What follows belongs to an exercise in optimizing a design on an open flow for small area and a short achievable clock period; a production flow would make more cautious choices.
RTL that was checked went through simulation tests only; none was proved equivalent to the original.

== build 60 ==
## lab4_2
module lab4_2( 
              input wire      mode,
              input wire[2:0] opCode,
              input wire[3:0] value,
              input clk,
              input reset,
              output reg[9:0] result,
              output reg cacheFull,
              output reg invalidOp,
              output reg overflow);
==> flow/config.mk <==
export PLATFORM = sky130hd
export DESIGN_NAME = lab4_2
export DESIGN_NICKNAME = lab4_2
export VERILOG_FILES = /design/flow/design.v
export SDC_FILE = /design/flow/constraint.sdc
export NUM_CORES = 4
export LEC_CHECK = 0
export CAP_MARGIN = 20
export CORE_MARGIN = 2
export CORE_UTILIZATION = 40
export CTS_CLUSTER_DIAMETER = 150
export CTS_CLUSTER_SIZE = 20
export SETUP_SLACK_MARGIN = 3.8
export SLEW_MARGIN = 20
==> flow/constraint.sdc <==
create_clock -name core_clock -period 8.0 [get_ports {clk}]
set_input_delay 1.6000 -clock core_clock [delete_from_list [all_inputs] [get_ports {clk}]]
set_output_delay 1.6000 -clock core_clock [all_outputs]
set_load 0.01 [all_outputs]
run.sh (not shown) runs the stock make flow with config.mk's settings and CLKGATE_MAP_FILE= SYNTH_SCRIPT=/design/flow/synth_recipe.tcl, a recipe that flattens the netlist after the stock synthesis.
Build 60 went all the way through synthesis, placement and routing and the layout is clean on timing, DRC and antenna.
Setup changes, build 60 to trial 38
- SETUP_SLACK_MARGIN: 3.8 -> 3.5
Violation count after the first detailed-route iteration (higher): trial 38
Looking at count of placed standard cells in the final layout, fillers left out, trial 38 sits 0.70% below build 60.
Trial 38 vs build 60: layout clock buffer count down
Summary of trial 38 over build 60: minimum hold slack was more or less identical.
Relative to build 60, the number of logic stages on the critical path including buffering of trial 38 is lower by 1.
Compared with build 60, trial 38 shows filler cell count that has gone up by a few percent.
Trial 38 does worse than build 60 on minimum period implied by the final worst setup slack.

---

v16:
lab4_2, a different RTL version from the one above (not shown whole).
For scale: roughly 270 flip-flops, roughly 23 I/O pins, about 14000 µm² of cells after synthesis.
Design lab4_2, start of the top module:
module lab4_2( 
              input wire      mode,
              input wire[2:0] opCode,
              input wire[3:0] value,
              input clk,
              input reset,
              output reg[9:0] result,
              output reg cacheFull,
              output reg invalidOp,
              output reg overflow);
clock: 8.0 ns
lec_check: 0
cap_margin: 20
core_margin: 2
core_utilization: 40
cts_buf_list: sky130_fd_sc_hd__clkbuf_8
cts_cluster_diameter: 100
cts_cluster_size: 12
setup_slack_margin: 4.4
slew_margin: 20
v16 did not stop at any stage, and its layout met the timing, DRC and antenna checks.
## Diff of input files: v45 against v16
Settings: CTS_CLUSTER_SIZE: 12 -> 14; SETUP_SLACK_MARGIN: 4.4 -> 4.1.
## What came out
Any difference in met1 demand-to-capacity share in global routing between v45 and v16 is small enough to ignore.
[compare] base=v16 new=v45: final period demand of the worst path now sits higher; overall routing resource usage now sits lower; final layout net count now sits lower; global-route met3 utilization now sits at about the same level.
Looking at count of clock-net buffers in the final layout, v45 sits 12% below v16.
v16 ended up with result[1]$_DFFE_PP0P_ as its beginning of the critical path; v45 ended up with result[3]$_DFFE_PP0P_.
Routed wire length on met3, v45 vs v16: up by more than 10%
Wire length on met2: v45 < v16
For v5, these inputs were changed with respect to v45:
Settings: SETUP_SLACK_MARGIN now 4.4, was 4.1; CTS_CLUSTER_SIZE now 12, was 14.
==> flow/flow/run.sh (new file) <==
#!/bin/bash
# The standard layout (the standard.sh, unchanged synthesis), except that
# the port buffers are sky130_fd_sc_hd__buf_2 cells rather than the delay
# buffer that buffer_ports picks by default. Full tool output goes to
# standard.log here; ORFS's own per-step logs stay under orfs/logs.
set -euo pipefail
export BUFFER_PORTS_ARGS="-buffer_cell sky130_fd_sc_hd__buf_2"
bash standard.sh > standard.log 2>&1
==> flow/standard.sh (new file) <==
#!/bin/bash
# synth_recipe.tcl (not shown) runs the flow's synth.tcl, then flattens the netlist and writes it again
# the make line also repeats each setting of config.mk as NAME=value (left out here)
make -C /OpenROAD-flow-scripts/flow DESIGN_CONFIG=/design/flow/config.mk WORK_HOME=/design/flow/orfs CLKGATE_MAP_FILE= SYNTH_SCRIPT=/design/flow/synth_recipe.tcl "${@:-finish}"
removed: flow/run.sh
[summary]
v45 → v5: worst path setup slack after routing up 0.012 ns; final hold slack up 0.0055 ns.
Relative to v45, cell count has increased by 1.4% in v5.
v45 -> v5: global-route usage flat
A highest metal layer with signal wires of met5 is what v45 shows, while met4 belongs to v5.
[inputs] v40 vs v5
Settings: SETUP_SLACK_MARGIN now 3.8, was 4.4.
==> flow/run.sh (new file) <==
#!/bin/bash
# synth_recipe.tcl (not shown) runs the flow's synth.tcl, then flattens the netlist and writes it again
# the make line also repeats each setting of config.mk as NAME=value (left out here)
make -C /OpenROAD-flow-scripts/flow DESIGN_CONFIG=/design/flow/config.mk WORK_HOME=/design/flow/orfs CLKGATE_MAP_FILE= SYNTH_SCRIPT=/design/flow/synth_recipe.tcl finish
removed: flow/flow/run.sh
removed: flow/standard.sh
==> comparison <==
Clock distribution area overhead in the final layout: v40 vs v5 — no meaningful difference. Looking at the reports, v40 completed the entire flow and the layout it produced met the timing, DRC and antenna checks. The higher worst setup slack of v5 and v40 is in v5. Launching instance or port of the critical path: result[3]$_DFFE_PP0P_ -> v5, result[5]$_DFFE_PP0P_ -> v40. The maximum clock skew at final layout in v40 sits 0.0060 ns below the value recorded for v5. Diff v5 -> v40: sequential share of layout area rose by 1.7 points, data required time of the worst path fell by 0.06 ns, count of plain and timing-repair buffers in the layout fell by 47%, sequential cell count stayed essentially flat.
> inputs changed (v40 -> v46)
Settings: changing SETUP_SLACK_MARGIN from 3.8 to 4.1.
==> flow/flow/run.sh (new file) <==
#!/bin/bash
# The standard layout (the standard.sh, unchanged synthesis), except that
# the port buffers are sky130_fd_sc_hd__buf_2 cells rather than the delay
# buffer that buffer_ports picks by default. Full tool output goes to
# standard.log here; ORFS's own per-step logs stay under orfs/logs.
set -euo pipefail
export BUFFER_PORTS_ARGS="-buffer_cell sky130_fd_sc_hd__buf_2"
bash standard.sh > standard.log 2>&1
==> flow/standard.sh (new file) <==
#!/bin/bash
# synth_recipe.tcl (not shown) runs the flow's synth.tcl, then flattens the netlist and writes it again
# the make line also repeats each setting of config.mk as NAME=value (left out here)
make -C /OpenROAD-flow-scripts/flow DESIGN_CONFIG=/design/flow/config.mk WORK_HOME=/design/flow/orfs CLKGATE_MAP_FILE= SYNTH_SCRIPT=/design/flow/synth_recipe.tcl "${@:-finish}"
removed: flow/run.sh
--- outcome ---
Design area is higher on v46
Comparing v46 against v40, there is no change at all in count of flip-flops with a built-in enable after synthesis.
Measured against v46, the sum of met3 wire segment lengths after detailed routing of v40 comes out at 1.15 times the reference value.
Post-synthesis area per instance: v40 vs v46 identical
No run of this note included a check of the RTL's function; only the layout flow was run.

==> port drivers added, routing unchanged <==
In the flow no input, the clock included, has a driving cell. The finished layouts below were timed again as built, in two steps. Step 1, drivers: a clkbuf_16 drives clk and a buf_2 each remaining input, both assumed. Step 2 also shifts input and output timing later by t, the mid clock arrival at the registers, as if the neighbouring blocks saw the same clock. a / b / c = ideal / step 1 / step 2; a / b = the first two.
run | t, ns | setup WS [ns] | hold slack, ns | worst register clock-pin slew, ns | worst slew at a driven data input, ns
build 60 | 0.564 | 3.890 / 3.890 / 3.434 | 0.490 / 0.490 / 0.490 | 0.10 / 0.10 | 0.04
trial 38 | 0.583 | 3.645 / 3.645 / 3.169 | 0.493 / 0.493 / 0.493 | 0.09 / 0.09 | 0.05
v16 | 0.651 | 4.006 / 4.006 / 3.785 | 0.472 / 0.472 / 0.472 | 0.10 / 0.10 | 0.03
v45 | 0.632 | 3.975 / 3.975 / 3.675 | 0.470 / 0.470 / 0.470 | 0.11 / 0.11 | 0.03
v5 | 0.641 | 3.987 / 3.987 / 3.987 | 0.475 / 0.475 / 0.475 | 0.11 / 0.11 | 0.03
v40 | 0.625 | 3.832 / 3.832 / 3.737 | 0.502 / 0.502 / 0.502 | 0.10 / 0.10 | 0.05
v46 | 0.639 | 4.007 / 4.007 / 4.007 | 0.476 / 0.476 / 0.476 | 0.11 / 0.11 | 0.03
After both steps every run listed still meets setup and hold. For trial 38, which loses most, drivers alone change the setup slack by 0.000 ns; drivers and shift together by -0.476 ns.
